From an optimization exercise on the open Yosys and OpenROAD flow, aimed at small area; shortcuts taken in it are not production practice.
In this exercise RTL edits were held to simulation tests only and were not proved equivalent to the original.
Power figures rest on the tool's default switching activity, not on a simulated workload.

==> run Z: inputs <==
==> flow/design.v <==
module HopfieldControl(
	input clk,
	input rst,
	input same_input,   
	input converged,    
	output reg modify_neuron,              
	output reg modify_neuron_using_input,  
	output reg modify_weights              
);
	reg [1:0] state;
	reg [1:0] next_state;
	always @( * ) begin
		modify_neuron = 0;
		modify_neuron_using_input = 0;
		modify_weights = 0;
		case (state)
			2'd0: begin
				modify_neuron = 1;
				modify_neuron_using_input = 1;
			end
			2'd1: modify_neuron = 1;
			2'd2: modify_weights = 1;
			default: ;
		endcase
	end
	always @( * ) begin
		next_state = state;
		case (state)
			2'd0:
				if (same_input) next_state = 2'd1;
			2'd1:
				if (converged) next_state = 2'd2;
				else if (~same_input) next_state = 2'd0;
			2'd2:
				if (~same_input) next_state = 2'd0;
			default: ;
		endcase
	end
	always @(posedge clk) begin
		if (rst) state <= 2'd0;
		else     state <= next_state;
	end
endmodule
module HopfieldDatapath(
	input clk,
	input rst,
	input  [5'd31:0] pattern_input,
	input modify_neuron,
	input modify_neuron_using_input,
	input modify_weights,
	output same_input,
	output converged,
	output reg [5'd31:0] neuron_states
);
	localparam N = 32;
	reg  [N-1:0] pattern_input_prev;
	wire [N-1:0] neuron_states_new;
	wire [N-1:0] wm [0:N-1];
	genvar i, j;
	generate
		for (i = 0; i < N; i = i + 1) begin : row
			assign wm[i][i] = 1'b0;
			for (j = i + 1; j < N; j = j + 1) begin : col
				reg w;
				always @(posedge clk) begin
					if (rst)
						w <= 1'b0;
					else if (modify_weights & pattern_input[i] & pattern_input[j])
						w <= 1'b1;
				end
				assign wm[i][j] = w;
				assign wm[j][i] = w;
			end
			assign neuron_states_new[i] = |(wm[i] & neuron_states);
		end
	endgenerate
	assign same_input = (pattern_input == pattern_input_prev);
	assign converged  = (neuron_states == neuron_states_new);
	always @(posedge clk) begin
		pattern_input_prev <= pattern_input;
		if (modify_neuron) begin
			if (modify_neuron_using_input)
				neuron_states <= pattern_input;
			else
				neuron_states <= neuron_states_new;
		end
	end
endmodule
module HopfieldNetwork(
	input        clk,
	input        rst,
	input  [5'd31:0] pattern_input,
	output [5'd31:0] neuron_states
);
	wire same_input;
	wire converged;
	wire modify_neuron;
	wire modify_neuron_using_input;
	wire modify_weights;
	HopfieldDatapath dpath(
		.clk(clk),
		.rst(rst),
		.pattern_input(pattern_input),
		.modify_neuron(modify_neuron),
		.modify_neuron_using_input(modify_neuron_using_input),
		.modify_weights(modify_weights),
		.same_input(same_input),
		.converged(converged),
		.neuron_states(neuron_states)
	);
	HopfieldControl ctrl(
		.clk(clk),
		.rst(rst),
		.same_input(same_input),
		.converged(converged),
		.modify_neuron(modify_neuron),
		.modify_neuron_using_input(modify_neuron_using_input),
		.modify_weights(modify_weights)
	);
endmodule
==> flow/flow/run.sh <==
#!/bin/bash
# Layout flow: the standard ORFS flow (standard.sh) with these changes:
#  - after the standard synthesis, its combinational logic is mapped again
#    for area (flow/remap.sh); every flip-flop stays as synthesis made it,
#  - the buffers ABC inserts are removed at floorplan (repair_design re-buffers
#    only the nets that need it),
#  - the port buffers are the smallest buffer (they are still one per port),
#  - non-critical cells are downsized after global routing (RECOVER_POWER),
#  - clock tree: clkbuf_8 leaf clusters of up to 15 sinks, no dummy loads.
set -euo pipefail
export REMOVE_ABC_BUFFERS=1
export BUFFER_PORTS_ARGS="-buffer_cell sky130_fd_sc_hd__buf_1"
export CTS_ARGS="-sink_clustering_enable -repair_clock_nets -dont_use_dummy_load -buf_list sky130_fd_sc_hd__clkbuf_8 -sink_clustering_size 15 -sink_clustering_max_diameter 60"
R=orfs/results/$FLOW_PLATFORM/HopfieldNetwork/base
bash standard.sh synth > flow_synth.log 2>&1
cp $R/1_2_yosys.v $R/1_2_yosys_standard.v
bash flow/remap.sh $R/1_2_yosys_standard.v $R/1_2_yosys.v > flow_remap.log 2>&1
rm -f $R/1_synth.odb $R/1_synth.sdc
bash standard.sh RECOVER_POWER=100 finish > flow_orfs.log 2>&1
==> flow/flow/area.abc <==
strash
&get -n
&st
&dch
&nf -a -R 1000 -E 1000
&put
topo
==> flow/flow/remap.sh <==
#!/bin/bash
# Re-map the combinational logic of the standard synthesis for area, keeping
# every flip-flop instance (name, cell type and connections) as it is.
# usage: remap.sh IN.v OUT.v
set -euo pipefail
IN=$1; OUT=$2
HERE=$(cd "$(dirname "$0")" && pwd)
P=$FLOW_HOME/platforms/$FLOW_PLATFORM
L=$(ls $P/lib/sky130_fd_sc_hd__tt_025C_1v80.lib)
DU=$(sed -n '/DONT_USE_CELLS/,/^$/p' $P/config.mk | grep -oE "sky130_fd_sc_hd__\w+" | sort -u | sed 's/^/-dont_use /' | tr '\n' ' ')
FF=$(grep -oE "sky130_fd_sc_hd__\w*(df|dl|edf|sdf|sedf)\w*" $IN | sort -u | tr '\n' ' ')
PERIOD_PS=$(awk "BEGIN{print int($FLOW_PERIOD_NS*1000)}")
yosys -p "read_liberty -ignore_miss_func $L; blackbox $FF; read_verilog $IN; hierarchy -top $FLOW_TOP; flatten; opt_clean -purge; abc -liberty $L $DU -D $PERIOD_PS -script $HERE/area.abc; opt_clean -purge; rename -hide w:_*.*; opt_clean -purge; hierarchy -top $FLOW_TOP; stat -liberty $L; write_verilog -noattr -noexpr -nohex -nodec $OUT"
==> flow/standard.sh <==
#!/bin/bash
# synth_recipe.tcl (not shown) runs the flow's synth.tcl, then flattens the netlist and writes it again
# the make line also repeats each setting of config.mk as NAME=value (left out here)
make -C /OpenROAD-flow-scripts/flow DESIGN_CONFIG=/design/flow/config.mk WORK_HOME=/design/flow/orfs CLKGATE_MAP_FILE= SYNTH_SCRIPT=/design/flow/synth_recipe.tcl "${@:-finish}"
==> flow/config.mk <==
export PLATFORM = sky130hd
export DESIGN_NAME = HopfieldNetwork
export DESIGN_NICKNAME = HopfieldNetwork
export VERILOG_FILES = /design/flow/design.v
export SDC_FILE = /design/flow/constraint.sdc
export NUM_CORES = 4
export LEC_CHECK = 0
export CAP_MARGIN = 20
export CORE_MARGIN = 2
export CORE_UTILIZATION = 45
export SLEW_MARGIN = 20
==> flow/constraint.sdc <==
create_clock -name core_clock -period 9.0 [get_ports {clk}]
set_input_delay 1.8000 -clock core_clock [delete_from_list [all_inputs] [get_ports {clk}]]
set_output_delay 1.8000 -clock core_clock [all_outputs]
set_load 0.01 [all_outputs]
==> run A (differences from run Z) <==
==> flow/run.sh (new file) <==
#!/bin/bash
# synth_recipe.tcl (not shown) runs the flow's synth.tcl, then flattens the netlist and writes it again
# the make line also repeats each setting of config.mk as NAME=value (left out here)
make -C /OpenROAD-flow-scripts/flow DESIGN_CONFIG=/design/flow/config.mk WORK_HOME=/design/flow/orfs CLKGATE_MAP_FILE= SYNTH_SCRIPT=/design/flow/synth_recipe.tcl finish
CELL_PAD_IN_SITES_DETAIL_PLACEMENT = 1   (was not set)
CORE_UTILIZATION = 35   (was 45)
CTS_BUF_LIST = sky130_fd_sc_hd__clkbuf_8   (was not set)
CTS_CLUSTER_DIAMETER = 60   (was not set)
CTS_CLUSTER_SIZE = 15   (was not set)
removed: flow/flow/run.sh
removed: flow/flow/area.abc
removed: flow/flow/remap.sh
removed: flow/standard.sh
==> run E (differences from run Z) <==
==> flow/run.sh (new file) <==
#!/bin/bash
# synth_recipe.tcl (not shown) runs the flow's synth.tcl, then flattens the netlist and writes it again
# the make line also repeats each setting of config.mk as NAME=value (left out here)
make -C /OpenROAD-flow-scripts/flow DESIGN_CONFIG=/design/flow/config.mk WORK_HOME=/design/flow/orfs CLKGATE_MAP_FILE= SYNTH_SCRIPT=/design/flow/synth_recipe.tcl finish
ABC_AREA = 1   (was not set)
CORE_UTILIZATION = 40   (was 45)
removed: flow/flow/run.sh
removed: flow/flow/area.abc
removed: flow/flow/remap.sh
removed: flow/standard.sh
==> comparison <==
- Run Z finished but failed the layout checks on capacitance limit, slew limit. Run A finished with timing, DRC and antenna clean. Run E went through all stages and came out clean.
- The highest clock power belongs to run E, the lowest to run Z.
- Against run Z, the critical path depth of run E is higher by 2.
- In run A the combinational power is larger than in run E, by 3.6%.
- Between run Z and run E, the lower core utilization is in run E (gap 5.7 points).
- Power: run E > run A > run Z.
- Worst hold slack: run E < run Z < run A.
- Of run E and run Z, run E has the higher die area (gap about 47%, measured against run Z).

==> port drivers added, routing unchanged <==
In the flow no input, the clock included, has a driving cell. The finished layouts below were timed again as built, in two steps. Step 1: set_driving_cell puts a clkbuf_16 on clk and a buf_2 on each other input, an assumption about the parent block. Step 2, shift: input delay + t, output delay - t, t = (earliest + latest rising clock arrival at the registers) / 2. This alone moves slack from input paths to output paths. Slacks: ideal ports / drivers / drivers and shift; pairs: ideal ports / drivers.
run	shift t [ns]	slack for setup (ns)	worst register clock-pin slew, ns
run Z	0.755	2.989 / 2.989 / 2.351	0.11 / 0.11
run A	0.757	3.947 / 3.947 / 3.542	0.12 / 0.12
run E	0.659	4.422 / 4.464 / 3.805	0.06 / 0.06
The setup slack of run Z, which loses most, moves by 0.000 ns with the drivers and by -0.638 ns with both steps.
